This design comes from an exercise in tuning for small area on the open sky130 flow, not from production work.
At most, simulation tests tie the RTL to the original design; equivalence was not proved.
The RTL of run 3 was laid out without a check of its function.
No activity file was given, so power comes from the tool's default toggle rates.

==> flow/design.v <==
`timescale 1ns / 1ps
`timescale 1ns / 1ps
`timescale 1ns / 1ps
`timescale 1ns / 1ps
`timescale 1ns / 1ps
`timescale 1ns / 1ps
`timescale 1ns / 1ps
`timescale 1ns / 1ps
`timescale 1ns / 1ps
`timescale 1ns / 1ps
`timescale 1ns / 1ps
`timescale 1ns / 1ps
`timescale 1ns / 1ps
`timescale 1ns / 1ps
`timescale 1ns / 1ps
`timescale 1ns / 1ps
module top_module(
    input mclk,
    input [15:0] sw,
    input rst,
    input press,
    output [6:0] seg,
    output [3:0] an
);
    reg [3:0] ds;
    localparam N0=4'd0, N1=4'd1, N2=4'd2, N3=4'd3, N4=4'd4, N5=4'd5, N6=4'd6, N7=4'd7,
               N8=4'd8, N9=4'd9, Q0=4'd10, Q9=4'd11, R0=4'd12, R1=4'd13, R9=4'd14;
    always @(posedge mclk) begin
        if (rst) ds <= N0;
        else case (ds)
            N0: ds <= press ? N1 : N0;
            N1: ds <= press ? N2 : N0;
            N2: ds <= press ? N3 : N0;
            N3: ds <= press ? N4 : N0;
            N4: ds <= press ? N5 : N0;
            N5: ds <= press ? N6 : N0;
            N6: ds <= press ? N7 : N0;
            N7: ds <= press ? N8 : N0;
            N8: ds <= press ? Q9 : Q0;
            N9: ds <= press ? N9 : N0;
            Q0: ds <= press ? R1 : R0;
            Q9: ds <= press ? R9 : R0;
            R0: ds <= press ? N1 : N0;
            R1: ds <= press ? N2 : N0;
            R9: ds <= press ? N9 : N0;
            default: ds <= N0;
        endcase
    end
    wire pe = (ds == R0) | (ds == R1) | (ds == R9);
    reg [6:0] t;
    wire tz = (t[5:0] == 6'd0);
    wire last = t[6] & tz;
    wire start = pe & tz;
    always @(posedge mclk) begin
        if (rst) t <= 7'd0;
        else if (start) t <= 7'b1100010;
        else t <= {t[5:0], (t[6] ^ t[5]) & ~tz};
    end
    wire [3:0] a = sw[3:0];
    wire [3:0] b = sw[7:4];
    wire [2:0] op = sw[15:13];
    reg [3:0] ra, rb;
    reg [4:0] ones;
    reg [3:0] tens;
    reg [1:0] hund;
    reg mdiv;
    reg [3:0] ones0;
    always @* case (op)
        3'd0: ones0 = a;
        3'd1: ones0 = a - b;
        3'd4: ones0 = a & b;
        3'd5: ones0 = a | b;
        3'd6: ones0 = a ^ b;
        3'd7: ones0 = ~a;
        default: ones0 = 4'd0;
    endcase
    wire [3:0] sub_s = mdiv ? ra : 4'd1;
    wire [3:0] add_s = mdiv ? 4'd1 : ra;
    wire [4:0] diff = {1'b0, rb} - {1'b0, sub_s};
    wire step = ~diff[4] & ~(mdiv & (ra == 4'd0));
    wire fold = (ones >= 5'd10);
    wire [4:0] sum = ones + (fold ? 5'b10110 : {1'b0, add_s});
    always @(posedge mclk) begin
        if (start) begin
            ra <= (op == 3'd0) ? 4'd1 : (op == 3'd3) ? b : a;
            rb <= (op == 3'd0 || op == 3'd2) ? b : (op == 3'd3) ? a : 4'd0;
            mdiv <= (op == 3'd3);
            ones <= {1'b0, ones0};
            tens <= 4'd0;
            hund <= 2'd0;
        end else begin
            if (fold | step) ones <= sum;
            if (fold) begin
                if (tens == 4'd9) begin tens <= 4'd0; hund <= hund + 2'd1; end
                else tens <= tens + 4'd1;
            end else if (step)
                rb <= diff[3:0];
        end
    end
    reg [9:0] d;
    always @(posedge mclk) begin
        if (rst) d <= 10'd0;
        else if (last) d <= {hund, tens, ones[3:0]};
    end
    reg [9:0] g;
    wire gz = (g[8:0] == 9'd0);
    reg fl;
    reg [1:0] sa;
    always @(posedge mclk) begin
        if (rst) begin g <= 10'd0; fl <= 1'b0; sa <= 2'd0; end
        else begin
            g <= {g[8:0], g[9] ^ g[6] ^ gz};
            fl <= 1'b1;
            if (gz & ~g[9] & fl) sa <= sa + 2'd1;
        end
    end
    reg [3:0] an_r;
    reg [3:0] dig;
    always @* case (sa)
        2'd0: begin an_r = 4'b1110; dig = d[3:0]; end
        2'd1: begin an_r = 4'b0111; dig = 4'd0; end
        2'd2: begin an_r = 4'b1011; dig = {2'b00, d[9:8]}; end
        default: begin an_r = 4'b1101; dig = d[7:4]; end
    endcase
    assign an = an_r;
    reg [6:0] s;
    always @* case (dig)
        4'd0: s = 7'b1000000;
        4'd1: s = 7'b1111001;
        4'd2: s = 7'b0100100;
        4'd3: s = 7'b0110000;
        4'd4: s = 7'b0011001;
        4'd5: s = 7'b0010010;
        4'd6: s = 7'b0000010;
        4'd7: s = 7'b1111000;
        4'd8: s = 7'b0000000;
        default: s = 7'b0010000;
    endcase
    assign seg = s;
endmodule
==> flow/flow/run.sh <==
#!/bin/bash
# Layout flow: the standard ORFS flow, with three changes to how the
# layout is made:
#  - synthesis maps with an area-oriented ABC script (abc_area.script here)
#    and leaves adders to ABC instead of the full/half-adder cells;
#  - the port buffers are sky130_fd_sc_hd__buf_1.
# Everything else (registers, floorplan, power grid, CTS, routing) is the
# standard flow. Each step's full output goes to a log file in this folder.
set -euo pipefail
here=$(pwd)
mkdir -p "$here/synth_scripts"
cp -r "$FLOW_HOME/scripts/." "$here/synth_scripts/"
cp "$here/flow/abc_area.script" "$here/synth_scripts/abc_area.script"
bash standard.sh synth SCRIPTS_DIR="$here/synth_scripts" ADDER_MAP_FILE= > "$here/synth.log" 2>&1
bash standard.sh finish BUFFER_PORTS_ARGS="-buffer_cell sky130_fd_sc_hd__buf_1" > "$here/layout.log" 2>&1
test -f "$here/out/final.def"
==> flow/flow/abc_area.script <==
strash
&get -n
&fraig -x
&put
scorr
dc2
strash
&get -n
&dch -f
&nf -R 1000
&put
==> flow/standard.sh <==
#!/bin/bash
# synth_recipe.tcl (not shown) runs the flow's synth.tcl, then flattens the netlist and writes it again
# the make line also repeats each setting of config.mk as NAME=value (left out here)
make -C /OpenROAD-flow-scripts/flow DESIGN_CONFIG=/design/flow/config.mk WORK_HOME=/design/flow/orfs CLKGATE_MAP_FILE= SYNTH_SCRIPT=/design/flow/synth_recipe.tcl "${@:-finish}"
==> flow/config.mk <==
export PLATFORM = sky130hd
export DESIGN_NAME = top_module
export DESIGN_NICKNAME = top_module
export VERILOG_FILES = /design/flow/design.v
export SDC_FILE = /design/flow/constraint.sdc
export NUM_CORES = 4
export LEC_CHECK = 0
export ABC_AREA = 1
export CAP_MARGIN = 20
export CORE_MARGIN = 2
export CORE_UTILIZATION = 40
export SLEW_MARGIN = 20
==> flow/constraint.sdc <==
create_clock -name core_clock -period 10.0 [get_ports {mclk}]
set_input_delay 2.0000 -clock core_clock [delete_from_list [all_inputs] [get_ports {mclk}]]
set_output_delay 2.0000 -clock core_clock [all_outputs]
set_load 0.01 [all_outputs]
==> results of run 1 <==
## final cells by class
cell class | count | area [sq um]
Sequential cell | 54 | 1210
Clock inverter | 3 | 47.5
Clock buffer | 5 | 68.8
Tap cell | 77 | 96.3
Fill cell | 632 | 3440
Timing Repair Buffer | 25 | 97.6
Multi-Input combinational cell | 256 | 1420
Inverter | 11 | 41.3
## state kept, by name, indices dropped and copies added, names as in the netlist, 4 cells and up
register,count
g,10
ra,4
t,7
ds,4
tens,4
rb,4
d,10
ones,5
## routing by layer
metal	routed length, um	track usage, %	up-vias
li1	-	-	1202
met1	2710	21.7	1025
met2	2360	23.8	30
met3	162	2.89	6
met4	49	3.90	0
met5	0	0	-
## stage by stage
step	power [mW]	cells	setup slack, ns
floorplan	0.448	321	6.43
global placement	0.487	423	6.03
detailed placement	0.493	423	5.99
CTS	0.645	431	5.89
global route	0.685	431	5.65
finish	0.638	431	5.91
## cell families after synthesis
family / count (synthesis) / synth area share [%]
XOR/XNOR: 17 / 5.57
multiplexers: 3 / 1.12
flip-flops: 54 / 45.3
buffers and inverters: 11 / 1.54
AND/OR/NAND/NOR: 154 / 27.8
adder cells (fa/ha/maj): 3 / 1.12
AO/OA/AOI/OAI: 79 / 17.6
## synth_stat cells (2+ instances only)
master	number	area share, %
a21o_1	2	0.56
nor3b_1	4	1.1
a31oi_1	3	0.70
o2111ai_1	2	0.65
xnor2_1	7	2.3
nand3_1	5	0.94
nor3_1	15	2.8
a21oi_1	27	5.1
dfxtp_1	41	31
mux2i_1	3	1.1
xor2_1	10	3.3
a22o_1	2	0.65
a221oi_1	4	1.3
and3b_1	2	0.65
nand2b_1	8	1.9
o21bai_1	2	0.56
and3_1	5	1.2
nand2_1	49	6.9
o21ai_0	24	4.5
clkinv_1	11	1.5
nor2_1	35	4.9
and2_0	7	1.6
a22oi_1	3	0.84
a211oi_1	4	1.1
nor4_1	2	0.47
maj3_1	3	1.1
o22ai_1	3	0.70
edfxtp_1	13	15
nor2b_1	16	3.7
## tightest hold or removal path: cells and delay by family (launching register included)
| kind | cells | cell delay, ns |
|---|---|---|
| simple gates | 1 | 0.05 |
| compound gates | 1 | 0.05 |
| flops | 1 | 0.32 |
## power groups by stage
| stage | Combinational [mW] | Clock, mW | Sequential (mW) |
|---|---|---|---|
| final | 0.186 | 0.149 | 0.303 |
| after global routing | 0.212 | 0.164 | 0.309 |
| after CTS | 0.186 | 0.155 | 0.304 |
| after detailed placement | 0.184 | 0 | 0.309 |
| after global placement | 0.179 | 0 | 0.308 |
| after floorplan | 0.147 | 0 | 0.301 |
## worst paths after layout
| check | slack [ns] | startpoint | end | cells after the start |
|---|---|---|---|---|
| worst min register to register | 0.46 | d[5] | d[5] | 2 |
| worst min-delay path | 0.46 | d[5] | d[5] | 2 |
| worst max register to register | 6.67 | t[1] | ones[2] | 7 |
| worst max-delay path | 5.91 | sa[0] | seg[1] | 7 |
==> flow_summary.yaml, run 1 <==
outcome:
  status: "complete, no violations"
die:
  die_x_um: 85.8
  io_pins: 30
  die_area_sq_um: 7360
  die_h_um: 85.8
  row_count: 29
  core_area_sq_um: 6420
  initial_core_util_pct: 41.7
global_routing:
  grt_pass1_vias: 2012
  antenna_found_initial: 0
  grt_use_total_pct: 15.2
  grt_overflow_total: 0
  grt_pass1_wl_um: 9110
  grt_start_max_net_pins: 33
critical_path:
  path_max_fanout: 8
  critPathKind: "reg2out"
  start_kind: "flop"
  crit_path_frequent_cell: "and2_0"
  path_cells: "clkinv_1 > and3_1 > a221oi_1 > and2_0 > nor2_1 > and2_0 > buf_1"
  cp_slowest_stage_delay_ns: 0.45
  critPathRequiredTime_ns: 8.00
  cp_slowest_cell: "dfxtp_1"
  crit_buf_inv: 2
  arrival_ns: 2.09
  critPathCaptureType: "primary output"
  critPathTopFamily: "simple AND/OR/NAND/NOR gates"
drt:
  wl_um: 5280
  dr.pass1.iters: 6
  drc: 0
  viasPerCell: 5.25
  drtIter0Drc: 110
  wl_per_cell_um: 12.2
  antenna_left: 0
  vias: 2263
timing:
  slew_violations: 0
  min_period_ns: 4.09
  maxSlewHeadroom_pct: 43.1
  fin_hold_ws_ns: 0.459
  worst_pin_slew_ns: 0.846
  setup_tns_ns: 0
  clock_skew_ns: 0.00799
  final-setup-viol-count: 0
  hold_viol_final: 0
  post-route-period-util_pct: 40.9
  rsz0062_at_grt: "no"
  fmax_mhz: 244
pwr:
  p_per_area_nw_per_um2: 214
  power_frac_seq_pct: 47.6
  p_sw_uw: 206
  internal_power_uw: 432
  power.leakage_nw: 1.08
  combPwrFrac_pct: 29.1
  clockPowerShare_pct: 23.3
  sw_frac_of_total_pct: 32.3
  vdd_ir_drop_max_v: 0.0000811
clocking:
  cts_tree: "built"
  cts_made_buffers: 5
  ctsHoldBuffers: 0
  cts.sinks: 54
  cts_resized: 0
  clockBufferDepth: 2
  clk_transition_reported_paths_ns: 0.10
  htreeDepth: 2
  clkLatencyLatePin_ns: 0.30
  cts_root_buf: "clkbuf_8"
  post_cts_buffers: 0
finish:
  fin_util_pct: 46.5
  final_common_cell: "nand2_1"
  drive_above_1_share_pct: 2.54
  num_antenna_cells: 0
  area_growth_pct: 11.6
  final_area_sq_um: 2990
  num-nets-final: 372
  final_cell_mix: "nand2_1, dfxtp_1, nor2_1"
yosys:
  synth-edff-count: 13
  synth_cells: 321
  ys_types: 38
  yosysSeqAreaShare_pct: 45.3
  synthesis.area_sq_um: 2680
  synth-seq-cells: 54
  syn_avg_cell_area_sq_um: 8.33
  syn_nets: 340
  yosys_warnings: 1
  async_reset_ff_share_pct: 0
  ys.flop_type: "dfxtp_1"
placement:
  placed_area_sq_um: 2870
  globalplace.congestion: 0.811
  place_hpwl_um: 3930
  port_buffers: 24
flow_run:
  cap_violations: 0
worst_hold_path:
  hold_class: "reg2reg"
==> run 2: changes to the inputs <==
==> flow/run.sh (new file) <==
#!/bin/bash
# synth_recipe.tcl (not shown) runs the flow's synth.tcl, then flattens the netlist and writes it again
# the make line also repeats each setting of config.mk as NAME=value (left out here)
make -C /OpenROAD-flow-scripts/flow DESIGN_CONFIG=/design/flow/config.mk WORK_HOME=/design/flow/orfs CLKGATE_MAP_FILE= SYNTH_SCRIPT=/design/flow/synth_recipe.tcl finish
removed: flow/flow/run.sh
removed: flow/flow/abc_area.script
removed: flow/standard.sh
==> flow_summary.yaml, run 2 <==
yosys:
  ys_types: 34
  synth-edff-count: 13
  synth.area.top_cells: "dfxtp_1, edfxtp_1, nand2_1"
  yosys_warnings: 1
  synthesis.area_sq_um: 3360
  ys.flop_type: "dfxtp_1"
  syn_avg_cell_area_sq_um: 7.13
  syn_nets: 522
  synth_cells: 472
  yosysTopAreaCell: "dfxtp_1"
  synthTopCellsByCount: "nand2_1, inv_1, nor2_1"
  synth.most_common_cell: "nand2_1"
  async_reset_ff_share_pct: 0
  synth.top_cell.area_share_pct: 24.4
  yosysSeqAreaShare_pct: 36.0
  synth-seq-cells: 54
drt:
  vias: 2868
  wl_met1_um: 3360
  wl_um: 6650
  drtIter0Drc: 112
  antenna_left: 0
  wl_per_cell_um: 11.1
  route.met2.wl_um: 3060
  met3_wirelength_um: 198
  viasPerCell: 4.80
  routed.top_layer: "met4"
  drc: 0
  dr.pass1.iters: 4
finish:
  fillCellCount: 853
  top_regs: "d x10, g x10, t x7"
  area_growth_pct: 11.8
  num-nets-final: 541
  final_cell_mix: "nand2_1, inv_1, nor2_1"
  register_area_sq_um: 1210
  drive_above_1_share_pct: 4.67
  final_common_cell: "nand2_1"
  fin_cells: 597
  multi_input_area_sq_um: 1780
  num_antenna_cells: 0
die:
  die_area_sq_um: 9160
  row_count: 33
  io_pins: 30
  initial_core_util_pct: 41.2
  core_area_sq_um: 8180
  die_h_um: 95.7
  die_x_um: 95.7
global_routing:
  grt_start_max_net_pins: 20
  grt_pass1_wl_um: 11700
  grt_pass1_vias: 2728
  grt_overflow_total: 0
  antenna_found_initial: 0
  grt_use_total_pct: 15.7
timing:
  hold_viol_final: 0
  maxSlewHeadroom_pct: 54.7
  rsz0062_at_grt: "no"
  fmax_mhz: 213
  post-route-period-util_pct: 46.8
  worst_pin_slew_ns: 0.677
  slew_violations: 0
  final-setup-viol-count: 0
  setup_tns_ns: 0
  clock_skew_ns: 0.0112
  min_period_ns: 4.68
outcome:
  status: "complete, no violations"
clocking:
  cts_made_buffers: 5
  clk_transition_reported_paths_ns: 0.11
  clockBufferDepth: 2
  cts_tree: "built"
  htreeDepth: 2
  cts.sinks: 54
  post_cts_buffers: 0
  ctsHoldBuffers: 0
  cts_resized: 0
  cts_root_buf: "clkbuf_8"
  clkLatencyLatePin_ns: 0.32
critical_path:
  critPathRequiredTime_ns: 8.00
  path_max_fanout: 5
  critPathKind: "reg2out"
  r2r_cells: 10
  start_kind: "flop"
  arrival_ns: 2.68
  critPathCaptureType: "primary output"
placement:
  place_hpwl_um: 5010
  dpl.cell_count: 589
  port_buffers: 24
  globalplace.congestion: 0.861
pwr:
  power.leakage_nw: 1.81
  internal_power_uw: 427
  power_frac_seq_pct: 44.6
  p_per_area_nw_per_um2: 180
  combPwrFrac_pct: 35.9
  clockPowerShare_pct: 19.5
  p_sw_uw: 250
  sw_frac_of_total_pct: 36.9
  vdd_ir_drop_max_v: 0.0000719
  finalPower_uw: 677
worst_hold_path:
  hold_class: "reg2reg"
  whs_path_depth: 2
flow_run:
  cap_violations: 0
## run 2: cell types whose count changed after synthesis, sizes merged, moves of 16 or more
cell   change
inv       +79
nand2     +52
ha        +28
nor2b     -16
nand3     +24
nor2      +30
## run 2: worst paths after layout
path	start	to	slack, ns
min reg2reg	g[5]	g[6]	0.43
max	sa[0]	seg[1]	5.32
min	g[5]	g[6]	0.43
max reg2reg	ones[1]	ones[3]	7.57
## run 2: cell type report
class	instances	share of cell area, %
multi-input combinational	326	47.2
sequential	54	32.2
inverter	80	8.09
timing repair buffer	24	6.39
tap	105	3.49
clock buffer	5	1.83
clock inverter	3	0.765
## run 2: logic make-up (layout without fill, tap and decap cells)
logic type      count (synthesis)  after routing  share of synthesized area, %
xor+xnor                        3              3                         0.781
flops                          54             54                          36.0
buf+inv                        92            112                          11.2
fa+ha+maj                      31             31                          12.2
compound gates                 71             71                          11.5
simple gates                  221            221                          28.3
## run 2: metrics by stage
stage               utilization (%)  area, sq um  worst slack, ns  hold WS [ns]
finish                         46.0         3760             5.32         0.428
global route                   46.0         3760             5.02         0.460
CTS                            46.0         3760             5.30         0.433
detailed placement             44.8         3660             5.68         0.414
global placement               44.8         3660             5.69         0.408
floorplan                         -         3360             6.30         0.403
## run 2: worst max-delay path, cell delays in order (launching register included)
cell and delay [ns]:
dfxtp_1 0.41, inv_1 0.10, ha_1 0.27, nand2_1 0.09, nand3_1 0.08, o21ai_0 0.21, inv_1 0.13, ha_1 0.32
nor3_1 0.19, clkdlybuf4s50_1 0.56
## run 2: power groups by stage
stage                     combinational [mW]  clock (mW)  sequential (mW)
after floorplan                        0.193           0            0.298
after global placement                 0.238           0            0.306
after detailed placement               0.242           0            0.307
after CTS                              0.245       0.139            0.302
after global routing                   0.288       0.145            0.307
final                                  0.243       0.132            0.302
## run 2: layer usage
metal  GRT usage, %  up-vias
met5              0        -
met2           26.8       33
met1           21.1     1287
met4           3.93        0
met3           2.11        2
li1               -     1546
==> run 3: changes to the inputs <==
--- a/flow/design.v
+++ b/flow/design.v
@@ -57,4 +57,5 @@
         else t <= {t[5:0], (t[6] ^ t[5]) & ~tz};
     end
+    localparam CNT = 2'd0, SUB = 2'd1, MUL = 2'd2, DIV = 2'd3;
     wire [3:0] a = sw[3:0];
     wire [3:0] b = sw[7:4];
@@ -64,27 +65,26 @@
     reg [3:0] tens;
     reg [1:0] hund;
-    reg mdiv;
-    reg [3:0] ones0;
-    always @* case (op)
-        3'd0: ones0 = a;
-        3'd1: ones0 = a - b;
-        3'd4: ones0 = a & b;
-        3'd5: ones0 = a | b;
-        3'd6: ones0 = a ^ b;
-        3'd7: ones0 = ~a;
-        default: ones0 = 4'd0;
+    reg [1:0] mode;
+    reg [3:0] lg;
+    always @* case (op[1:0])
+        2'd0: lg = a & b;
+        2'd1: lg = a | b;
+        2'd2: lg = a ^ b;
+        default: lg = ~a;
     endcase
-    wire [3:0] sub_s = mdiv ? ra : 4'd1;
-    wire [3:0] add_s = mdiv ? 4'd1 : ra;
+    wire use_ra = mode[0];                
+    wire [3:0] sub_s = use_ra ? ra : 4'd1;
+    wire [3:0] add_s = (mode == MUL) ? ra : 4'd1;
     wire [4:0] diff = {1'b0, rb} - {1'b0, sub_s};
-    wire step = ~diff[4] & ~(mdiv & (ra == 4'd0));
     wire fold = (ones >= 5'd10);
+    wire ok = ~diff[4] & ~((mode == DIV) & (ra == 4'd0));
+    wire step = ~fold & ok & (mode != SUB);
     wire [4:0] sum = ones + (fold ? 5'b10110 : {1'b0, add_s});
     always @(posedge mclk) begin
         if (start) begin
-            ra <= (op == 3'd0) ? 4'd1 : (op == 3'd3) ? b : a;
-            rb <= (op == 3'd0 || op == 3'd2) ? b : (op == 3'd3) ? a : 4'd0;
-            mdiv <= (op == 3'd3);
-            ones <= {1'b0, ones0};
+            ra <= b;
+            rb <= op[2] ? lg : a;
+            mode <= op[2] ? CNT : op[1:0];
+            ones <= (op == 3'd0) ? {1'b0, b} : 5'd0;
             tens <= 4'd0;
             hund <= 2'd0;
@@ -94,6 +94,7 @@
                 if (tens == 4'd9) begin tens <= 4'd0; hund <= hund + 2'd1; end
                 else tens <= tens + 4'd1;
-            end else if (step)
-                rb <= diff[3:0];
+            end
+            if (step | (mode == SUB)) rb <= diff[3:0];
+            if (mode == SUB) mode <= CNT;
         end
     end
==> flow/flow/run.sh (new file) <==
#!/bin/bash
# Layout flow: the standard ORFS flow, with three changes to how the
# layout is made:
#  - synthesis maps with an area-oriented ABC script (abc_area.script here)
#    and leaves adders to ABC instead of the full/half-adder cells;
#  - the port buffers are sky130_fd_sc_hd__buf_1;
#  - clock tree synthesis clusters all sinks under few buffers and adds no
#    dummy loads.
# Everything else (registers, floorplan, power grid, CTS, routing) is the
# standard flow. Each step's full output goes to a log file in this folder.
set -euo pipefail
here=$(pwd)
mkdir -p "$here/synth_scripts"
cp -r "$FLOW_HOME/scripts/." "$here/synth_scripts/"
cp "$here/flow/abc_area.script" "$here/synth_scripts/abc_area.script"
bash standard.sh synth SCRIPTS_DIR="$here/synth_scripts" ADDER_MAP_FILE= > "$here/synth.log" 2>&1
bash standard.sh finish BUFFER_PORTS_ARGS="-buffer_cell sky130_fd_sc_hd__buf_1" \
  CTS_ARGS="-sink_clustering_enable -repair_clock_nets -dont_use_dummy_load -sink_clustering_size 64 -sink_clustering_max_diameter 300 -buf_list sky130_fd_sc_hd__clkbuf_16" > "$here/layout.log" 2>&1
test -f "$here/out/final.def"
==> flow/flow/abc_area.script (new file) <==
strash
&get -n
&fraig -x
&put
scorr
dc2
strash
&get -n
&dch -f
&nf -R 1000
&put
==> flow/standard.sh (new file) <==
#!/bin/bash
# synth_recipe.tcl (not shown) runs the flow's synth.tcl, then flattens the netlist and writes it again
# the make line also repeats each setting of config.mk as NAME=value (left out here)
make -C /OpenROAD-flow-scripts/flow DESIGN_CONFIG=/design/flow/config.mk WORK_HOME=/design/flow/orfs CLKGATE_MAP_FILE= SYNTH_SCRIPT=/design/flow/synth_recipe.tcl "${@:-finish}"
removed: flow/run.sh
==> flow_summary.yaml, run 3 <==
timing:
  rsz0062_at_grt: "no"
  clock_skew_ns: 0.00826
  hold_viol_final: 0
  final-setup-viol-count: 0
  setup_tns_ns: 0
  worst_slack_ns: 5.88
  worst_pin_slew_ns: 0.879
  min_period_ns: 4.12
  post-route-period-util_pct: 41.2
  fmax_mhz: 243
  maxSlewHeadroom_pct: 41.2
  slew_violations: 0
die:
  initial_core_util_pct: 42.0
  die_h_um: 83.6
  die_x_um: 83.6
  core_area_sq_um: 6030
  row_count: 28
  die_area_sq_um: 6980
  io_pins: 30
clocking:
  cts_made_buffers: 5
  htreeDepth: 2
  cts_root_buf: "clkbuf_16"
  cts_tree: "built"
  clockBufferDepth: 2
  ctsHoldBuffers: 0
  cts_resized: 0
  cts.sinks: 55
  clkLatencyLatePin_ns: 0.29
  post_cts_buffers: 0
  clk_transition_reported_paths_ns: 0.06
worst_hold_path:
  min_from: "d[4]"
  hold_class: "reg2reg"
yosys:
  syn_nets: 308
  ys.flop_type: "dfxtp_1"
  syn_avg_cell_area_sq_um: 8.76
  synth.top_cell.area_share_pct: 31.6
  synth.area.top_cells: "dfxtp_1, edfxtp_1, a21oi_1"
  synthesis.area_sq_um: 2530
  synth.most_common_cell: "dfxtp_1"
  yosysSeqAreaShare_pct: 49.4
  synth-edff-count: 15
  async_reset_ff_share_pct: 0
  synthTopCellsByCount: "dfxtp_1, nand2_1, a21oi_1"
  synth-seq-cells: 55
  synth_cells: 289
  yosysTopAreaCell: "dfxtp_1"
  yosys_warnings: 1
  ys_types: 36
critical_path:
  start_kind: "flop"
  critPathRequiredTime_ns: 8.00
  cp_slowest_cell: "dfxtp_1"
  cp_slowest_stage_delay_ns: 0.42
  path_cells: "and2_0 > clkinv_1 > o221ai_1 > o21bai_1 > o21ai_0 > nor3_1 > buf_1"
  critPathKind: "reg2out"
  r2r-start: "t[1]"
  arrival_ns: 2.12
  cp-startpoint: "sa[1]"
  path_max_fanout: 7
  critPathCaptureType: "primary output"
finish:
  final_cell_mix: "dfxtp_1, nand2_1, a21oi_1"
  num_antenna_cells: 0
  num-nets-final: 340
  drive_above_1_share_pct: 1.88
  fillCellCount: 601
  area_growth_pct: 12.5
  top_regs: "d x10, g x10, t x7"
  final_common_cell: "dfxtp_1"
  final_area_sq_um: 2850
pwr:
  clockPowerShare_pct: 23.9
  combPwrFrac_pct: 28.5
  vdd_ir_drop_max_v: 0.000119
  power.leakage_nw: 0.995
  power_frac_seq_pct: 47.6
  sw_frac_of_total_pct: 31.0
  p_sw_uw: 204
  internal_power_uw: 455
  p_per_area_nw_per_um2: 231
global_routing:
  grt_start_max_net_pins: 30
  grt_use_total_pct: 15.1
  grt_pass1_vias: 1928
  antenna_found_initial: 0
  grt_pass1_wl_um: 8750
  grt_overflow_total: 0
drt:
  viasPerCell: 5.38
  antenna_left: 0
  wl_per_cell_um: 12.7
  drtIter0Drc: 84
  vias: 2120
  dr.pass1.iters: 4
  wl_um: 5010
  drc: 0
placement:
  post-place-ws_ns: 6.18
  port_buffers: 24
  place_hpwl_um: 3680
  placed_area_sq_um: 2720
  globalplace.congestion: 0.811
flow_run:
  cap_violations: 0
outcome:
  status: "complete, no violations"
==> run 3: cell types whose count changed in the layout (fill, tap and decap cells not counted), sizes merged, moves of 8 or more <==
cell and change:
inv -81, nand2 -63, nor2 -37, ha -28, nand3 -28, buf +25, clkdlybuf4s50 -24, nor2b +17
o21ai -12, nand2b +9, a21oi +8, a31oi +8, clkinv +8, xor2 +8
==> run 3: final cells by class <==
class                      instances  area (sq um)  area share (%)
clock buffer                       5           125            4.39
inverter                          10          37.5            1.32
multi-input combinational        224          1240            43.6
sequential                        55          1250            43.9
tap                               75          93.8            3.30
timing repair buffer              25          97.6            3.43
==> run 3: routing by layer <==
layer | track usage, % | part of all wire [%]
met3 | 2.67 | 4.5
met4 | 6.30 | 2.1
met1 | 21.1 | 52
met5 | 0 | 0
met2 | 22.9 | 42
==> run 3: critical path, delay by kind of cell (launching register included) <==
kind,cells,cell delay [ns]
and+or+nand+nor,2,0.52
AOI/OAI and AO/OA,3,0.59
buffers and inverters,2,0.32
DFF,1,0.42
==> run 3: metrics by stage <==
stage	util, %	std cells	hold slack, ns	total power [mW]
after floorplan	-	289	0.430	0.461
after global placement	45.2	389	0.446	0.502
after detailed placement	45.2	389	0.450	0.505
after CTS	47.3	394	0.458	0.665
after global routing	47.3	394	0.470	0.709
final	47.3	394	0.456	0.659
==> run 3: final timing paths <==
kind,endpoint,slack [ns],depth (start not counted)
setup / recovery,seg[1],5.88,7
hold reg to reg,d[4],0.46,2
setup reg to reg,ones[3],6.82,6
hold / removal,d[4],0.46,2
==> run 3: logic make-up (layout without fill, tap and decap cells) <==
kind of cell | Yosys count | in the layout | share of synthesized area, %
compound gates | 89 | 89 | 20.9
simple gates | 121 | 121 | 23.3
flops | 55 | 55 | 49.4
xor+xnor | 13 | 13 | 4.50
buf+inv | 10 | 40 | 1.48
fa+ha+maj | 1 | 1 | 0.395
==> run 3: power by group through the flow <==
| stage | logic (mW) | clock network, mW | registers, mW |
|---|---|---|---|
| global route | 0.219 | 0.171 | 0.319 |
| floorplan | 0.152 | 0 | 0.309 |
| CTS | 0.189 | 0.162 | 0.313 |
| finish | 0.188 | 0.158 | 0.314 |
| global placement | 0.185 | 0 | 0.317 |
| detailed placement | 0.187 | 0 | 0.318 |
==> run 4: changes to the inputs <==
--- a/flow/design.v
+++ b/flow/design.v
@@ -23,29 +23,17 @@
     output [3:0] an
 );
-    reg [3:0] ds;
-    localparam N0=4'd0, N1=4'd1, N2=4'd2, N3=4'd3, N4=4'd4, N5=4'd5, N6=4'd6, N7=4'd7,
-               N8=4'd8, N9=4'd9, Q0=4'd10, Q9=4'd11, R0=4'd12, R1=4'd13, R9=4'd14;
+    reg p1, p2;
+    reg [3:0] dc;
     always @(posedge mclk) begin
-        if (rst) ds <= N0;
-        else case (ds)
-            N0: ds <= press ? N1 : N0;
-            N1: ds <= press ? N2 : N0;
-            N2: ds <= press ? N3 : N0;
-            N3: ds <= press ? N4 : N0;
-            N4: ds <= press ? N5 : N0;
-            N5: ds <= press ? N6 : N0;
-            N6: ds <= press ? N7 : N0;
-            N7: ds <= press ? N8 : N0;
-            N8: ds <= press ? Q9 : Q0;
-            N9: ds <= press ? N9 : N0;
-            Q0: ds <= press ? R1 : R0;
-            Q9: ds <= press ? R9 : R0;
-            R0: ds <= press ? N1 : N0;
-            R1: ds <= press ? N2 : N0;
-            R9: ds <= press ? N9 : N0;
-            default: ds <= N0;
-        endcase
+        if (rst) begin p1 <= 1'b0; p2 <= 1'b0; dc <= 4'd0; end
+        else begin
+            p1 <= press;
+            p2 <= p1;
+            if (!p2) dc <= 4'd0;
+            else if (dc[3]) dc <= 4'b1001;
+            else dc <= dc + 4'd1;
+        end
     end
-    wire pe = (ds == R0) | (ds == R1) | (ds == R9);
+    wire pe = dc[3] & ~dc[0];
     reg [6:0] t;
     wire tz = (t[5:0] == 6'd0);
--- a/flow/flow/run.sh
+++ b/flow/flow/run.sh
@@ -16,4 +16,4 @@
 bash standard.sh synth SCRIPTS_DIR="$here/synth_scripts" ADDER_MAP_FILE= > "$here/synth.log" 2>&1
 bash standard.sh finish BUFFER_PORTS_ARGS="-buffer_cell sky130_fd_sc_hd__buf_1" \
-  CTS_ARGS="-sink_clustering_enable -repair_clock_nets -dont_use_dummy_load -sink_clustering_size 64 -sink_clustering_max_diameter 300 -buf_list sky130_fd_sc_hd__clkbuf_16" > "$here/layout.log" 2>&1
+  CTS_ARGS="-sink_clustering_enable -repair_clock_nets -dont_use_dummy_load -sink_clustering_size 64 -sink_clustering_max_diameter 300 -buf_list {sky130_fd_sc_hd__clkbuf_2 sky130_fd_sc_hd__clkbuf_4}" > "$here/layout.log" 2>&1
 test -f "$here/out/final.def"
--- a/flow/config.mk
+++ b/flow/config.mk
@@ -9,4 +9,4 @@
 export CAP_MARGIN = 20
 export CORE_MARGIN = 2
-export CORE_UTILIZATION = 40
+export CORE_UTILIZATION = 70
 export SLEW_MARGIN = 20
==> flow_summary.yaml, run 4 <==
worst_hold_path:
  hold_class: "reg2reg"
  min_from: "p1"
critical_path:
  cp_slowest_stage_delay_ns: 0.46
  path_max_fanout: 7
  cp_slowest_cell: "dfxtp_1"
  critPathCaptureType: "primary output"
  crit_buf_inv: 2
  critPathRequiredTime_ns: 8.00
  r2r-start: "mode[0]"
  path_cells: "and2_0 > clkinv_1 > o221ai_1 > o21bai_1 > and2_0 > nor2_1 > nor2_1 > buf_1"
  cp-startpoint: "sa[1]"
  start_kind: "flop"
  critPathKind: "reg2out"
  critPathTopFamily: "simple AND/OR/NAND/NOR gates"
  arrival_ns: 2.31
global_routing:
  grt_pass1_wl_um: 8490
  grt_start_max_net_pins: 32
  grt_use_total_pct: 27.1
  antenna_found_initial: 0
  grt_overflow_total: 0
  grt_pass1_vias: 1951
timing:
  maxSlewHeadroom_pct: 30.3
  min_period_ns: 4.31
  hold_viol_final: 0
  slew_violations: 0
  worst_pin_slew_ns: 1.03
  post-route-period-util_pct: 43.1
  clock_skew_ns: 0.0218
  fmax_mhz: 232
  rsz0062_at_grt: "no"
  setup_tns_ns: 0
  fin_hold_ws_ns: 0.458
  final-setup-viol-count: 0
yosys:
  async_reset_ff_share_pct: 0
  yosysTopAreaCell: "dfxtp_1"
  yosysSeqAreaShare_pct: 51.4
  synthesis.area_sq_um: 2510
  synth-seq-cells: 57
  synth.most_common_cell: "dfxtp_1"
  yosys_warnings: 1
  synth.area.top_cells: "dfxtp_1, edfxtp_1, a21oi_1"
  ys.flop_type: "dfxtp_1"
  synth_cells: 276
  syn_nets: 295
  synthTopCellsByCount: "dfxtp_1, nand2_1, nor2_1"
  synth-edff-count: 15
  syn_avg_cell_area_sq_um: 9.09
  synth.top_cell.area_share_pct: 33.5
  ys_types: 39
clocking:
  clkLatencyLatePin_ns: 0.39
  cts_resized: 0
  cts.sinks: 57
  ctsHoldBuffers: 0
  clk_transition_reported_paths_ns: 0.09
  htreeDepth: 3
  cts_root_buf: "clkbuf_4"
  post_cts_buffers: 0
  cts_made_buffers: 9
  cts_tree: "built"
  clockBufferDepth: 2
drt:
  antenna_left: 0
  viasPerCell: 5.94
  dr.pass1.iters: 6
  drtIter0Drc: 206
  wl_um: 5010
  wl_per_cell_um: 14.0
  vias: 2127
  drc: 0
placement:
  place_hpwl_um: 3520
  dpl.cell_count: 349
  globalplace.congestion: 0.812
  port_buffers: 24
finish:
  fin_cells: 358
  fillCellCount: 239
  drive_above_1_share_pct: 3.85
  fin_util_pct: 81.1
  top_regs: "d x10, g x10, t x7"
  final_common_cell: "dfxtp_1"
  num-nets-final: 333
  final_cell_mix: "dfxtp_1, nand2_1, nor2_1"
  multi_input_area_sq_um: 1180
  num_antenna_cells: 0
  register_area_sq_um: 1290
  area_growth_pct: 9.47
die:
  row_count: 21
  die_area_sq_um: 4080
  die_x_um: 63.9
  core_area_sq_um: 3390
  initial_core_util_pct: 74.0
  io_pins: 30
  die_h_um: 63.9
pwr:
  vdd_ir_drop_max_v: 0.000129
  finalPower_uw: 616
  power.leakage_nw: 0.964
  p_per_area_nw_per_um2: 224
flow_run:
  cap_violations: 0
outcome:
  status: "complete, no violations"
==> run 4: cells by family after synthesis <==
group           share of synthesized area [%]
flops                                    51.4
fa+ha+maj                               0.399
xor+xnor                                 4.89
simple gates                             23.6
buf+inv                                  1.65
compound gates                           18.0
==> run 4: through the flow <==
step	instance area, sq um	setup slack, ns
after floorplan	2510	6.31
after global placement	2680	6.20
after detailed placement	2680	6.12
after CTS	2750	5.68
after global routing	2750	5.43
final	2750	5.69
==> run 4: power by group <==
part | internal (mW) | leakage [nW] | total, mW | switching [mW]
registers | 0.290 | 0.487 | 0.320 | 0.0307
clock network | 0.0417 | 0.0414 | 0.111 | 0.0698
logic | 0.0822 | 0.435 | 0.184 | 0.102
==> run 4: final timing paths <==
path	end	depth (start not counted)	slack (ns)
worst max-delay path	seg[3]	8	5.69
worst max register to register	rb[0]	8	7.26
worst min register to register	p2	1	0.46
worst min-delay path	p2	1	0.46
==> run 4: cell type report <==
| type | count | area share [%] |
|---|---|---|
| Clock buffer | 9 | 2.46 |
| Multi-Input combinational cell | 208 | 42.9 |
| Sequential cell | 57 | 47.0 |
| Inverter | 11 | 1.50 |
| Timing Repair Buffer | 27 | 4.10 |
| Tap cell | 46 | 2.09 |
==> run 4: layer usage <==
metal	part of all wire (%)	GRT usage [%]	up-vias
met4	1.6	12.2	0
met5	0	0	-
met3	6.0	6.87	8
met1	45	33.6	979
met2	48	44.4	70
li1	-	-	1070
==> run 5: changes to the inputs <==
--- a/flow/flow/run.sh
+++ b/flow/flow/run.sh
@@ -16,4 +16,4 @@
 bash standard.sh synth SCRIPTS_DIR="$here/synth_scripts" ADDER_MAP_FILE= > "$here/synth.log" 2>&1
 bash standard.sh finish BUFFER_PORTS_ARGS="-buffer_cell sky130_fd_sc_hd__buf_1" \
-  CTS_ARGS="-sink_clustering_enable -repair_clock_nets -dont_use_dummy_load -sink_clustering_size 64 -sink_clustering_max_diameter 300 -buf_list {sky130_fd_sc_hd__clkbuf_2 sky130_fd_sc_hd__clkbuf_4}" > "$here/layout.log" 2>&1
+  CTS_ARGS="-sink_clustering_enable -repair_clock_nets -dont_use_dummy_load -sink_clustering_size 64 -sink_clustering_max_diameter 300 -buf_list sky130_fd_sc_hd__clkbuf_4" > "$here/layout.log" 2>&1
 test -f "$here/out/final.def"
==> flow/flow/abc_area.script (replaced) <==
strash
&get -n
&fraig -x
&put
scorr
dc2
strash
&get -n
&deepsyn -T 60
&put
strash
&get -n
&dch -f
&nf -R 1000
&put
--- a/flow/config.mk
+++ b/flow/config.mk
@@ -9,4 +9,4 @@
 export CAP_MARGIN = 20
 export CORE_MARGIN = 2
-export CORE_UTILIZATION = 70
+export CORE_UTILIZATION = 40
 export SLEW_MARGIN = 20
==> flow_summary.yaml, run 5 <==
pwr:
  finalPower_uw: 636
  vdd_ir_drop_max_v: 0.000101
  p_per_area_nw_per_um2: 239
  power.leakage_nw: 0.984
global_routing:
  antenna_found_initial: 0
  grt_pass1_wl_um: 7760
  grt_start_max_net_pins: 22
  grt_overflow_total: 0
  grt_pass1_vias: 1685
  grt_use_total_pct: 15.6
yosys:
  synthesis.area_sq_um: 2400
  synth.most_common_cell: "dfxtp_1"
  syn_avg_cell_area_sq_um: 9.58
  synth_top_family_by_area: "simple AND/OR/NAND/NOR gates"
  synth_cells: 251
  yosys.area_share.xor_xnor_pct: 4.37
  synth_compound_area_share_pct: 17.3
  syn_nets: 270
  yosysTopAreaCell: "dfxtp_1"
  synth-seq-cells: 57
  synthAdderAreaFrac_pct: 0.416
  synth-edff-count: 15
  synth.top_cell.area_share_pct: 35.0
  synth.area.top_cells: "dfxtp_1, edfxtp_1, nor2b_1"
  yosysSeqAreaShare_pct: 53.7
  yosys_warnings: 1
  synthMuxAreaShare_pct: 0.832
  async_reset_ff_share_pct: 0
  synthTopCellsByCount: "dfxtp_1, nand2_1, nor2b_1"
  ys.flop_type: "dfxtp_1"
  ys_types: 34
  synthSimpleGateAreaFrac_pct: 22.1
finish:
  multi_input_area_sq_um: 1080
  final_cell_mix: "dfxtp_1, nand2_1, buf_1"
  area_growth_pct: 10.8
  register_area_sq_um: 1290
  drive_above_1_share_pct: 3.51
  num-nets-final: 306
  top_regs: "d x10, g x10, t x7"
  final_common_cell: "dfxtp_1"
  fillCellCount: 584
  num_antenna_cells: 0
worst_hold_path:
  min_from: "p1"
  whs_path_depth: 1
  min_to: "p2"
  hold_class: "reg2reg"
timing:
  rsz0062_at_grt: "no"
  setup_tns_ns: 0
  final-setup-viol-count: 0
  hold_viol_final: 0
  min_period_ns: 4.35
  worst_pin_slew_ns: 0.849
  clock_skew_ns: 0.0148
  post-route-period-util_pct: 43.5
  fmax_mhz: 230
  worst_slack_ns: 5.65
  maxSlewHeadroom_pct: 42.9
  slew_violations: 0
critical_path:
  critPathRequiredTime_ns: 8.00
  path_max_fanout: 5
  r2r-start: "t[1]"
  path_cells: "nor2b_1 > a22o_1 > a21oi_1 > nand3_1 > o22ai_1 > nand2b_1 > nor2_1 > nor2b_1 > and2_0 > buf_1"
  arrival_ns: 2.35
  crit_path_frequent_cell: "nor2b_1"
  critPathCaptureType: "primary output"
  cp_slowest_stage_delay_ns: 0.35
  cp_slowest_cell: "dfxtp_1"
  critPathKind: "reg2out"
  worstReg2RegEnd: "rb[1]"
  r2r_cells: 7
  rrSetupSlack_ns: 7.12
  start_kind: "flop"
clocking:
  cts_resized: 0
  clkLatencyLatePin_ns: 0.38
  cts_made_buffers: 9
  cts_tree: "built"
  htreeDepth: 3
  post_cts_buffers: 0
  cts.sinks: 57
  cts_root_buf: "clkbuf_4"
  clockBufferDepth: 2
  clk_transition_reported_paths_ns: 0.08
  ctsHoldBuffers: 0
die:
  core_area_sq_um: 5850
  die_h_um: 81.5
  initial_core_util_pct: 41.1
  die_x_um: 81.5
  io_pins: 30
  row_count: 28
  die_area_sq_um: 6650
drt:
  dr.pass1.iters: 4
  viasPerCell: 5.05
  antenna_left: 0
  vias: 1819
  drtIter0Drc: 108
  drc: 0
  wl_per_cell_um: 12.4
  wl_um: 4480
flow_run:
  cap_violations: 0
placement:
  port_buffers: 24
  place_hpwl_um: 3250
  globalplace.congestion: 0.780
  post-place-ws_ns: 6.07
outcome:
  status: "complete, no violations"
==> run 5: cell count changes after synthesis, moves of 3 or more <==
cell / previous run / this run
a22o_1: 3 / 13
a31oi_1: 7 / 1
nand2b_1: 7 / 4
nor2b_1: 19 / 23
nor2_1: 26 / 22
clkinv_1: 11 / 8
nand3_1: 1 / 4
a21oi_1: 25 / 14
nand2_1: 33 / 27
nor3_1: 13 / 9
==> run 5: per-stage QoR <==
step | area (sq um) | std cells | hold slack, ns | utilization [%]
6_report | 2660 | 360 | 0.449 | 45.5
5_1_grt | 2660 | 360 | 0.463 | 45.5
4_1_cts | 2660 | 360 | 0.451 | 45.5
3_5_place_dp | 2600 | 351 | 0.432 | 44.4
3_3_place_gp | 2600 | 351 | 0.418 | 44.4
2_1_floorplan | 2400 | 251 | 0.414 | -
==> run 5: logic make-up (layout without fill, tap and decap cells) <==
family / count (synthesis) / after routing
buffers and inverters: 8 / 42
and+or+nand+nor: 106 / 106
DFF: 57 / 57
adders and majority gates: 1 / 1
xor gates and xnor gates: 12 / 12
muxes: 2 / 2
AOI/OAI and AO/OA: 65 / 65
==> run 5: area by class of cell <==
cell class,count,share of cell area (%)
inverter,8,1.13
sequential,57,48.5
timing repair buffer,25,3.66
multi-input combinational,186,40.7
clock buffer,9,2.54
tap,75,3.52
==> run 5: power by group <==
group | leakage (nW) | switching (mW) | internal (mW)
logic | 0.453 | 0.112 | 0.0871
clock network | 0.0414 | 0.0673 | 0.0417
registers | 0.490 | 0.0327 | 0.295
==> run 5: layer usage <==
metal  vias to the layer above  GRT usage, %  share of wire (%)
met5                         -             0                  0
met3                         8          4.62                3.6
met2                        29          21.8                 42
met1                       809          21.5                 53
li1                        973             -                  -
met4                         0          8.14                1.7
==> run 5: worst max-delay path: cells and delay by family (launching register included) <==
kind / cells / cell delay [ns]
simple gates: 6 / 0.77
compound gates: 3 / 0.69
buf+inv: 1 / 0.15
flops: 1 / 0.35
==> run 5: worst max path at each step <==
| stage | startpoint | endpoint | slack, ns |
|---|---|---|---|
| after global routing | sa[0] | seg[2] | 5.41 |
| after global placement | sa[1] | seg[2] | 6.12 |
| after floorplan | sa[1] | seg[2] | 5.94 |
| final | sa[1] | seg[2] | 5.65 |
| after detailed placement | sa[1] | seg[2] | 6.07 |
| after CTS | sa[1] | seg[2] | 5.63 |
==> run 6: changes to the inputs <==
--- a/flow/config.mk
+++ b/flow/config.mk
@@ -9,4 +9,4 @@
 export CAP_MARGIN = 20
 export CORE_MARGIN = 2
-export CORE_UTILIZATION = 40
+export CORE_UTILIZATION = 85
 export SLEW_MARGIN = 20
==> flow_summary.yaml, run 6 <==
outcome:
  status: "aborted with a tool error"
  flow.stopped_at: "global placement"
  firstError: "[ERROR GPL-0301] Utilization 102.774 % exceeds 100%."
die:
  initial_core_util_pct: 88.7
  io_pins: 30
  die_h_um: 57.2
  die_x_um: 57.2
  row_count: 19
yosys:
  synthesis.area_sq_um: 2400
  synth.top_cell.area_share_pct: 35.0
  synth.area.top_cells: "dfxtp_1, edfxtp_1, nor2b_1"
  yosysTopAreaCell: "dfxtp_1"
  yosysSeqAreaShare_pct: 53.7
  synth.most_common_cell: "dfxtp_1"
  synth-edff-count: 15
  async_reset_ff_share_pct: 0
  synth-seq-cells: 57
  synthTopCellsByCount: "dfxtp_1, nand2_1, nor2b_1"
  ys_types: 34
  ys.flop_type: "dfxtp_1"
  yosys_warnings: 1
  syn_nets: 270
  syn_avg_cell_area_sq_um: 9.58
  synth_cells: 251
placement:
  port_buffers: 24
==> run 6: cell counts after synthesis <==
No cell type changed its count.
==> run 6: logic make-up after synthesis <==
| kind of cell | synth area share [%] |
|---|---|
| multiplexers | 0.832 |
| AND/OR/NAND/NOR | 22.1 |
| adder cells (fa/ha/maj) | 0.416 |
| buffers and inverters | 1.25 |
| flip-flops | 53.7 |
| XOR/XNOR | 4.37 |
| AO/OA/AOI/OAI | 17.3 |
==> run 7: changes to the inputs <==
--- a/flow/config.mk
+++ b/flow/config.mk
@@ -9,4 +9,4 @@
 export CAP_MARGIN = 20
 export CORE_MARGIN = 2
-export CORE_UTILIZATION = 85
+export CORE_UTILIZATION = 70
 export SLEW_MARGIN = 20
==> flow_summary.yaml, run 7 <==
critical_path:
  path_cells: "nor2b_1 > a22o_1 > a21oi_1 > nand3_1 > o22ai_1 > nand2b_1 > nor2_1 > nor2b_1 > and2_0 > buf_1"
  cp-startpoint: "sa[0]"
  path_max_fanout: 6
  r2r_cells: 10
  r2r-start: "mode[0]"
  crit_path_frequent_cell: "nor2b_1"
  critPathKind: "reg2out"
  start_kind: "flop"
  cp_slowest_stage_delay_ns: 0.42
  critPathCaptureType: "primary output"
  cp_slowest_cell: "dfxtp_1"
  critPathRequiredTime_ns: 8.00
  crit_end: "seg[2]"
  rrSetupSlack_ns: 6.97
  arrival_ns: 2.36
  worstReg2RegEnd: "ones[3]"
finish:
  register_area_sq_um: 1290
  multi_input_area_sq_um: 1080
  num-nets-final: 306
  num_antenna_cells: 0
  top_regs: "d x10, g x10, t x7"
  fillCellCount: 269
  final_area_sq_um: 2630
  final_common_cell: "dfxtp_1"
  drive_above_1_share_pct: 3.51
  final_cell_mix: "dfxtp_1, nand2_1, buf_1"
  area_growth_pct: 9.26
yosys:
  yosysTopAreaCell: "dfxtp_1"
  ys_types: 34
  synth.most_common_cell: "dfxtp_1"
  yosysSeqAreaShare_pct: 53.7
  synthesis.area_sq_um: 2400
  synth.top_cell.area_share_pct: 35.0
  synth.area.top_cells: "dfxtp_1, edfxtp_1, nor2b_1"
  synth-seq-cells: 57
  synth_cells: 251
  syn_nets: 270
  async_reset_ff_share_pct: 0
  syn_avg_cell_area_sq_um: 9.58
  yosys_warnings: 1
  synthTopCellsByCount: "dfxtp_1, nand2_1, nor2b_1"
  synth-edff-count: 15
  ys.flop_type: "dfxtp_1"
timing:
  min_period_ns: 4.36
  hold_viol_final: 0
  setup_tns_ns: 0
  clock_skew_ns: 0.0348
  maxSlewHeadroom_pct: 47.0
  post-route-period-util_pct: 43.6
  rsz0062_at_grt: "no"
  slew_violations: 0
  fmax_mhz: 229
  worst_slack_ns: 5.64
  worst_pin_slew_ns: 0.788
  final-setup-viol-count: 0
global_routing:
  grt_start_max_net_pins: 22
  grt_pass1_vias: 1939
  grt_overflow_total: 0
  antenna_found_initial: 0
  grt_pass1_wl_um: 8160
  grt_use_total_pct: 27.1
drt:
  antenna_left: 0
  viasPerCell: 5.81
  vias: 1924
  wl_per_cell_um: 13.7
  drtIter0Drc: 230
  wl_um: 4530
  dr.pass1.iters: 5
  drc: 0
die:
  io_pins: 30
  core_area_sq_um: 3310
  die_h_um: 62.6
  die_area_sq_um: 3920
  die_x_um: 62.6
  initial_core_util_pct: 72.6
  row_count: 21
clocking:
  cts_tree: "built"
  clk_transition_reported_paths_ns: 0.09
  post_cts_buffers: 0
  htreeDepth: 3
  cts_resized: 0
  ctsHoldBuffers: 0
  clockBufferDepth: 2
  cts.sinks: 57
  cts_made_buffers: 9
  clkLatencyLatePin_ns: 0.39
  cts_root_buf: "clkbuf_4"
placement:
  place_hpwl_um: 3300
  post-place-ws_ns: 6.05
  port_buffers: 24
  globalplace.congestion: 0.825
  placed_area_sq_um: 2560
pwr:
  p_per_area_nw_per_um2: 244
  internal_power_uw: 424
  power.leakage_nw: 0.984
  vdd_ir_drop_max_v: 0.000139
  clockPowerShare_pct: 17.0
  finalPower_uw: 642
  power_frac_seq_pct: 51.2
  combPwrFrac_pct: 31.8
  sw_frac_of_total_pct: 33.9
  p_sw_uw: 218
outcome:
  status: "complete, no violations"
flow_run:
  cap_violations: 0
worst_hold_path:
  min_from: "p1"
  hold_class: "reg2reg"
run 7: cell counts after synthesis:
No cell type changed its count.
run 7: kinds of logic (layout without fill, tap and decap cells):
family	count (synthesis)	after routing	share of synthesized area, %
flip-flops	57	57	53.7
AND/OR/NAND/NOR	106	106	22.1
XOR/XNOR	12	12	4.37
buffers and inverters	8	42	1.25
AO/OA/AOI/OAI	65	65	17.3
adder cells (fa/ha/maj)	1	1	0.416
multiplexers	2	2	0.832
run 7: worst min-delay path by stage:
stage	to	cells after the start
finish	p2	1
global route	p2	1
floorplan	p2	1
global placement	p2	1
detailed placement	p2	1
CTS	p2	1
run 7: per-layer routing:
metal	track usage, %	vias up	share of wire (%)
met3	11.4	4	5.7
met5	0	-	0
met4	8.89	0	0.51
met1	33.5	894	45
met2	43.0	57	49
li1	-	969	-
run 7: critical path: cells and delay by family (launching register included):
family | cells | cell delay [ns]
simple gates | 6 | 0.72
buf+inv | 1 | 0.14
flops | 1 | 0.42
compound gates | 3 | 0.68
run 7: per-stage QoR:
stage,hold WS [ns],utilization [%],cells
after floorplan,0.414,-,251
after global placement,0.416,77.3,322
after detailed placement,0.425,77.3,322
after CTS,0.465,79.4,331
after global routing,0.469,79.4,331
final,0.454,79.4,331
run 7: power groups by stage:
stage | clock network (mW) | logic, mW | registers [mW]
after floorplan | 0 | 0.162 | 0.323
after global placement | 0 | 0.192 | 0.332
after detailed placement | 0 | 0.200 | 0.333
after CTS | 0.115 | 0.202 | 0.328
after global routing | 0.125 | 0.232 | 0.334
final | 0.109 | 0.204 | 0.328
run 7: final cells by class:
type | count | share of cell area (%)
Sequential cell | 57 | 49.1
Tap cell | 46 | 2.19
Timing Repair Buffer | 25 | 3.71
Clock buffer | 9 | 2.57
Inverter | 8 | 1.14
Multi-Input combinational cell | 186 | 41.2
==> run 8: changes to the inputs <==
==> flow/flow/abc_area.script (replaced) <==
strash
&get -n
&fraig -x
&put
scorr
dc2
strash
&get -n
&dch -f
&nf -R 1000
&put
--- a/flow/config.mk
+++ b/flow/config.mk
@@ -9,4 +9,4 @@
 export CAP_MARGIN = 20
 export CORE_MARGIN = 2
-export CORE_UTILIZATION = 70
+export CORE_UTILIZATION = 40
 export SLEW_MARGIN = 20
==> flow_summary.yaml, run 8 <==
outcome:
  status: "complete, no violations"
clocking:
  clk_transition_reported_paths_ns: 0.11
  cts_root_buf: "clkbuf_4"
  cts_made_buffers: 9
  post_cts_buffers: 0
  ctsHoldBuffers: 0
  cts.sinks: 57
  cts_resized: 0
  clockBufferDepth: 2
  clkLatencyLatePin_ns: 0.40
  htreeDepth: 3
  cts_tree: "built"
pwr:
  sw_frac_of_total_pct: 32.6
  vdd_ir_drop_max_v: 0.0000937
  power.leakage_nw: 0.964
  internal_power_uw: 414
  combPwrFrac_pct: 29.2
  power_frac_seq_pct: 51.8
  clockPowerShare_pct: 19.0
  p_per_area_nw_per_um2: 220
  p_sw_uw: 200
timing:
  fmax_mhz: 231
  hold_viol_final: 0
  worst_pin_slew_ns: 0.750
  post-route-period-util_pct: 43.3
  clock_skew_ns: 0.0286
  worst_slack_ns: 5.67
  final-setup-viol-count: 0
  maxSlewHeadroom_pct: 49.2
  slew_violations: 0
  min_period_ns: 4.33
  rsz0062_at_grt: "no"
  setup_tns_ns: 0
global_routing:
  grt_start_max_net_pins: 32
  grt_overflow_total: 0
  grt_pass1_vias: 1951
  grt_use_total_pct: 15.7
  antenna_found_initial: 0
  grt_pass1_wl_um: 8730
yosys:
  ys.flop_type: "dfxtp_1"
  synthTopCellsByCount: "dfxtp_1, nand2_1, nor2_1"
  synthesis.area_sq_um: 2510
  yosysTopAreaCell: "dfxtp_1"
  yosys_warnings: 1
  synth_cells: 276
  yosysSeqAreaShare_pct: 51.4
  synth-seq-cells: 57
  ys_types: 39
  synth.most_common_cell: "dfxtp_1"
  synth-edff-count: 15
  syn_nets: 295
  synth.area.top_cells: "dfxtp_1, edfxtp_1, a21oi_1"
  async_reset_ff_share_pct: 0
  syn_avg_cell_area_sq_um: 9.09
  synth.top_cell.area_share_pct: 33.5
finish:
  final_cell_mix: "dfxtp_1, nand2_1, nor2_1"
  num_antenna_cells: 0
  register_area_sq_um: 1290
  num-nets-final: 333
  drive_above_1_share_pct: 3.85
  top_regs: "d x10, g x10, t x7"
  multi_input_area_sq_um: 1180
  final_common_cell: "dfxtp_1"
  fillCellCount: 590
  area_growth_pct: 10.9
critical_path:
  critPathRequiredTime_ns: 8.00
  critPathKind: "reg2out"
  path_max_fanout: 7
  arrival_ns: 2.33
  critPathTopFamily: "simple AND/OR/NAND/NOR gates"
  crit_buf_inv: 2
  cp_slowest_cell: "dfxtp_1"
  start_kind: "flop"
  path_cells: "and2_0 > clkinv_1 > o221ai_1 > o21bai_1 > and2_0 > nor2_1 > nor2_1 > buf_1"
  critPathCaptureType: "primary output"
  cp_slowest_stage_delay_ns: 0.45
drt:
  drtIter0Drc: 105
  wl_um: 5160
  viasPerCell: 5.34
  wl_per_cell_um: 13.3
  dr.pass1.iters: 4
  drc: 0
  vias: 2067
  antenna_left: 0
placement:
  post-place-ws_ns: 6.10
  port_buffers: 24
  place_hpwl_um: 3730
  globalplace.congestion: 0.766
die:
  die_x_um: 83.2
  die_h_um: 83.2
  io_pins: 30
  row_count: 28
  die_area_sq_um: 6920
  core_area_sq_um: 5990
  initial_core_util_pct: 41.9
worst_hold_path:
  hold_class: "reg2reg"
flow_run:
  cap_violations: 0
-- run 8: changes by cell type in the layout (fill, tap and decap cells not counted), sizes merged, moves of 6 or more --
cell   before  now
a22o       13    3
nand2      27   33
a21oi      14   25
a31oi       1    7
-- run 8: cells by family (layout without fill, tap and decap cells) --
group | after synthesis | in the layout | share of synthesized area (%)
compound gates | 74 | 74 | 18.0
xor+xnor | 14 | 14 | 4.89
fa+ha+maj | 1 | 1 | 0.399
buf+inv | 11 | 47 | 1.65
flops | 57 | 57 | 51.4
simple gates | 119 | 119 | 23.6
-- run 8: worst paths after layout --
kind         startpoint      to  slack, ns  cells past startpoint
min reg2reg          p1      p2       0.45                      1
max               sa[1]  seg[0]       5.67                      8
min                  p1      p2       0.45                      1
max reg2reg        t[1]   rb[1]       7.32                      8
-- run 8: cell type report --
type                            instances  share of cell area (%)
Multi-Input combinational cell        208                    42.3
Inverter                               11                    1.48
Timing Repair Buffer                   27                    4.04
Tap cell                               75                    3.37
Clock buffer                            9                    2.43
Sequential cell                        57                    46.4
-- run 8: routing by layer --
| metal | up-vias | wire, um | global-route usage (%) |
|---|---|---|---|
| met5 | - | 0 | 0 |
| met3 | 5 | 161 | 3.38 |
| met4 | 0 | 49 | 8.79 |
| li1 | 1070 | - | - |
| met1 | 957 | 2660 | 21.3 |
| met2 | 35 | 2300 | 23.2 |
-- run 8: power by group through the flow --
stage	Clock, mW	Combinational (mW)	Sequential, mW
after floorplan	0	0.142	0.315
after global placement	0	0.175	0.323
after detailed placement	0	0.179	0.324
after CTS	0.121	0.180	0.318
after global routing	0.129	0.207	0.325
final	0.116	0.179	0.318
-- run 8: per-stage QoR --
stage	cell area, sq um	instances	hold WS (ns)	utilization (%)	total power [mW]
CTS	2780	387	0.455	46.5	0.619
global placement	2720	378	0.424	45.3	0.498
detailed placement	2720	378	0.436	45.3	0.503
finish	2780	387	0.452	46.5	0.614
global route	2780	387	0.465	46.5	0.661
floorplan	2510	276	0.414	-	0.457
==> run 9: changes to the inputs <==
--- a/flow/flow/run.sh
+++ b/flow/flow/run.sh
@@ -15,5 +15,6 @@
 cp "$here/flow/abc_area.script" "$here/synth_scripts/abc_area.script"
 bash standard.sh synth SCRIPTS_DIR="$here/synth_scripts" ADDER_MAP_FILE= > "$here/synth.log" 2>&1
-bash standard.sh finish BUFFER_PORTS_ARGS="-buffer_cell sky130_fd_sc_hd__buf_1" \
+{ cat constraint.sdc; echo 'set_max_transition 0.10 -clock_path [all_clocks]'; } > "$here/layout.sdc"
+bash standard.sh finish SDC_FILE="$here/layout.sdc" BUFFER_PORTS_ARGS="-buffer_cell sky130_fd_sc_hd__buf_1" \
   CTS_ARGS="-sink_clustering_enable -repair_clock_nets -dont_use_dummy_load -sink_clustering_size 64 -sink_clustering_max_diameter 300 -buf_list sky130_fd_sc_hd__clkbuf_4" > "$here/layout.log" 2>&1
 test -f "$here/out/final.def"
==> flow/flow/abc_area.script (replaced) <==
strash
&get -n
&fraig -x
&put
scorr
dc2
strash
&get -n
&deepsyn -T 60
&put
strash
&get -n
&dch -f
&nf -R 1000
&put
==> flow_summary.yaml, run 9 <==
yosys:
  yosysTopAreaCell: "dfxtp_1"
  syn_nets: 449
  synthesis.area_sq_um: 3150
  synth_cells: 401
  synthTopCellsByCount: "inv_1, nand2_1, nor2_1"
  ys_types: 35
  synth-seq-cells: 57
  synth.area.top_cells: "dfxtp_1, edfxtp_1, ha_1"
  synth.top_cell.area_share_pct: 26.7
  syn_avg_cell_area_sq_um: 7.84
  yosysSeqAreaShare_pct: 41.1
  ys.flop_type: "dfxtp_1"
  yosys_warnings: 1
  synth-edff-count: 15
  synth.most_common_cell: "inv_1"
  async_reset_ff_share_pct: 0
global_routing:
  grt_pass1_wl_um: 9890
  grtUsageMet3_pct: 3.25
  gr-usage-met2_pct: 23.3
  grt_use_total_pct: 14.4
  grt_start_max_net_pins: 22
  grt_pass1_vias: 2299
  top_usage_layer: "met2"
  grt.met1_usage_pct: 18.5
  grt_overflow_total: 0
  antenna_found_initial: 0
die:
  initial_core_util_pct: 40.9
  die_h_um: 92.7
  die_x_um: 92.7
  io_pins: 30
  die_area_sq_um: 8590
  row_count: 32
  core_area_sq_um: 7690
finish:
  drive_above_1_share_pct: 6.84
  final_common_cell: "inv_1"
  fin_util_pct: 43.8
  final_cell_mix: "inv_1, nand2_1, nor2_1"
  fin_cells: 526
  area_growth_pct: 6.96
  num_antenna_cells: 0
  top_regs: "d x10, g x10, t x7"
  num-nets-final: 474
pwr:
  vdd_ir_drop_max_v: 0.0000788
  p_per_area_nw_per_um2: 193
  finalPower_uw: 649
  power.leakage_nw: 1.57
timing:
  maxSlewHeadroom_pct: 48.6
  slew_violations: 0
  final-setup-viol-count: 0
  post-route-period-util_pct: 44.4
  clock_skew_ns: 0.0367
  hold_viol_final: 0
  rsz0062_at_grt: "no"
  setup_tns_ns: 0
  fmax_mhz: 225
  worst_pin_slew_ns: 0.763
  min_period_ns: 4.44
critical_path:
  arrival_ns: 2.44
  cp_slowest_stage_delay_ns: 0.51
  worstReg2RegEnd: "ones[1]"
  critPathCaptureType: "primary output"
  start_kind: "flop"
  cp_slowest_cell: "o21ai_0"
  r2r_cells: 10
  path_cells: "ha_1 > inv_1 > o21ai_0 > inv_1 > ha_1 > nor3_1 > buf_1"
  critPathKind: "reg2out"
  critPathRequiredTime_ns: 8.00
  rrSetupSlack_ns: 7.47
  path_max_fanout: 7
  r2r-start: "mode[0]"
drt:
  vias: 2427
  wl_um: 5580
  drtIter0Drc: 110
  drc: 0
  dr.pass1.iters: 4
  viasPerCell: 4.61
  wl_per_cell_um: 10.6
  antenna_left: 0
placement:
  globalplace.congestion: 0.774
  place_hpwl_um: 4300
  dpl.cell_count: 517
  port_buffers: 24
clocking:
  cts_resized: 0
  post_cts_buffers: 0
  cts_root_buf: "clkbuf_4"
  cts_made_buffers: 9
  htreeDepth: 3
  clkLatencyLatePin_ns: 0.39
  clockBufferDepth: 2
  cts.sinks: 57
  cts_tree: "built"
  clk_transition_reported_paths_ns: 0.11
  ctsHoldBuffers: 0
worst_hold_path:
  hold_class: "reg2reg"
  min_from: "g[0]"
  whs_path_depth: 2
  min_to: "g[1]"
flow_run:
  cap_violations: 0
outcome:
  status: "complete, no violations"
[run 9: cell types whose count changed in the layout (fill, tap and decap cells not counted), sizes merged, moves of 7 or more]
cell	delta
nor2b	-19
nor2	+34
nand2b	-7
ha	+27
clkinv	-11
inv	+70
nand3	+28
nand2	+32
o21ai	+11
[run 9: metrics by stage]
step                instance area [sq um]  hold WS, ns  worst slack, ns
floorplan                            3150        0.388             6.24
global placement                     3300        0.397             5.99
detailed placement                   3300        0.403             5.96
CTS                                  3360        0.402             5.53
global route                         3360        0.423             5.29
finish                               3360        0.408             5.56
[run 9: worst max-delay path by stage]
stage / cells past startpoint / endpoint / slack (ns) / startpoint
finish: 7 / seg[1] / 5.56 / sa[0]
detailed placement: 7 / seg[1] / 5.96 / sa[0]
CTS: 7 / seg[1] / 5.53 / sa[0]
global route: 8 / seg[0] / 5.29 / sa[0]
floorplan: 6 / seg[1] / 6.24 / sa[0]
global placement: 7 / seg[1] / 5.99 / sa[0]
[run 9: layout make-up]
type	instances	area (sq um)
clock buffers	9	67.6
fillers	803	4320
inverters	70	263
multi-input cells	264	1530
flip-flops and latches	57	1290
well taps	102	128
repair buffers	24	90.1
[run 9: critical path, delay by kind of cell (launching register included)]
| kind | cells | cell delay [ns] |
|---|---|---|
| buffers and inverters | 3 | 0.44 |
| DFF | 1 | 0.39 |
| AOI/OAI and AO/OA | 1 | 0.51 |
| adders and majority gates | 2 | 0.55 |
| and+or+nand+nor | 1 | 0.19 |
[run 9: per-layer routing]
layer / vias up / share of wire (%) / routed length, um
li1: 1330 / - / -
met1: 1058 / 51 / 2850
met2: 32 / 44 / 2480
met3: 7 / 3.1 / 174
met4: 0 / 1.4 / 76
met5: - / 0 / 0
[run 9: cells by family after synthesis]
family / Yosys count / synth area share, %
AO/OA/AOI/OAI: 59 / 10.5
XOR/XNOR: 3 / 0.835
adder cells (fa/ha/maj): 29 / 12.0
buffers and inverters: 80 / 10.5
flip-flops: 57 / 41.1
AND/OR/NAND/NOR: 173 / 25.1
[run 9: power breakdown]
part / leakage [nW] / internal, mW / switching [mW]
Sequential: 0.487 / 0.290 / 0.0242
Clock: 0.0414 / 0.0418 / 0.0702
Combinational: 1.04 / 0.0879 / 0.135
Total: 1.57 / 0.420 / 0.230

## static timing again, ports no longer ideal
No port has a modelled driver above. Below, the same layouts with a new extraction and two added sets of constraints. Step 1, drivers: a clkbuf_16 drives mclk and a buf_2 each remaining input, both assumed. Step 2 also shifts input and output timing later by t, the mid clock arrival at the registers, as if the neighbouring blocks saw the same clock. Slacks: ideal ports / drivers / drivers and shift; pairs: ideal ports / drivers.
run | t (ns) | setup slack, ns | hold WS [ns] | worst setup path at the end | worst register clock-pin slew, ns
run 1 | 0.329 | 5.908 / 5.879 / 5.946 | 0.459 / 0.459 / 0.459 | input to register | 0.10 / 0.10
run 2 | 0.337 | 5.316 / 5.289 / 5.626 | 0.428 / 0.428 / 0.428 | register to output | 0.11 / 0.11
run 3 | 0.316 | 5.878 / 5.846 / 6.161 | 0.456 / 0.456 / 0.456 | register to output | 0.07 / 0.07
run 4 | 0.405 | 5.691 / 5.664 / 6.069 | 0.458 / 0.458 / 0.458 | register to output | 0.09 / 0.09
run 5 | 0.401 | 5.648 / 5.624 / 6.026 | 0.449 / 0.449 / 0.449 | register to output | 0.08 / 0.08
run 7 | 0.397 | 5.643 / 5.618 / 6.016 | 0.454 / 0.454 / 0.454 | register to output | 0.09 / 0.09
run 8 | 0.405 | 5.669 / 5.644 / 6.049 | 0.452 / 0.452 / 0.452 | register to output | 0.11 / 0.11
run 9 | 0.397 | 5.558 / 5.529 / 5.927 | 0.408 / 0.408 / 0.408 | register to output | 0.11 / 0.11
After both steps setup and hold are still met in every run listed.
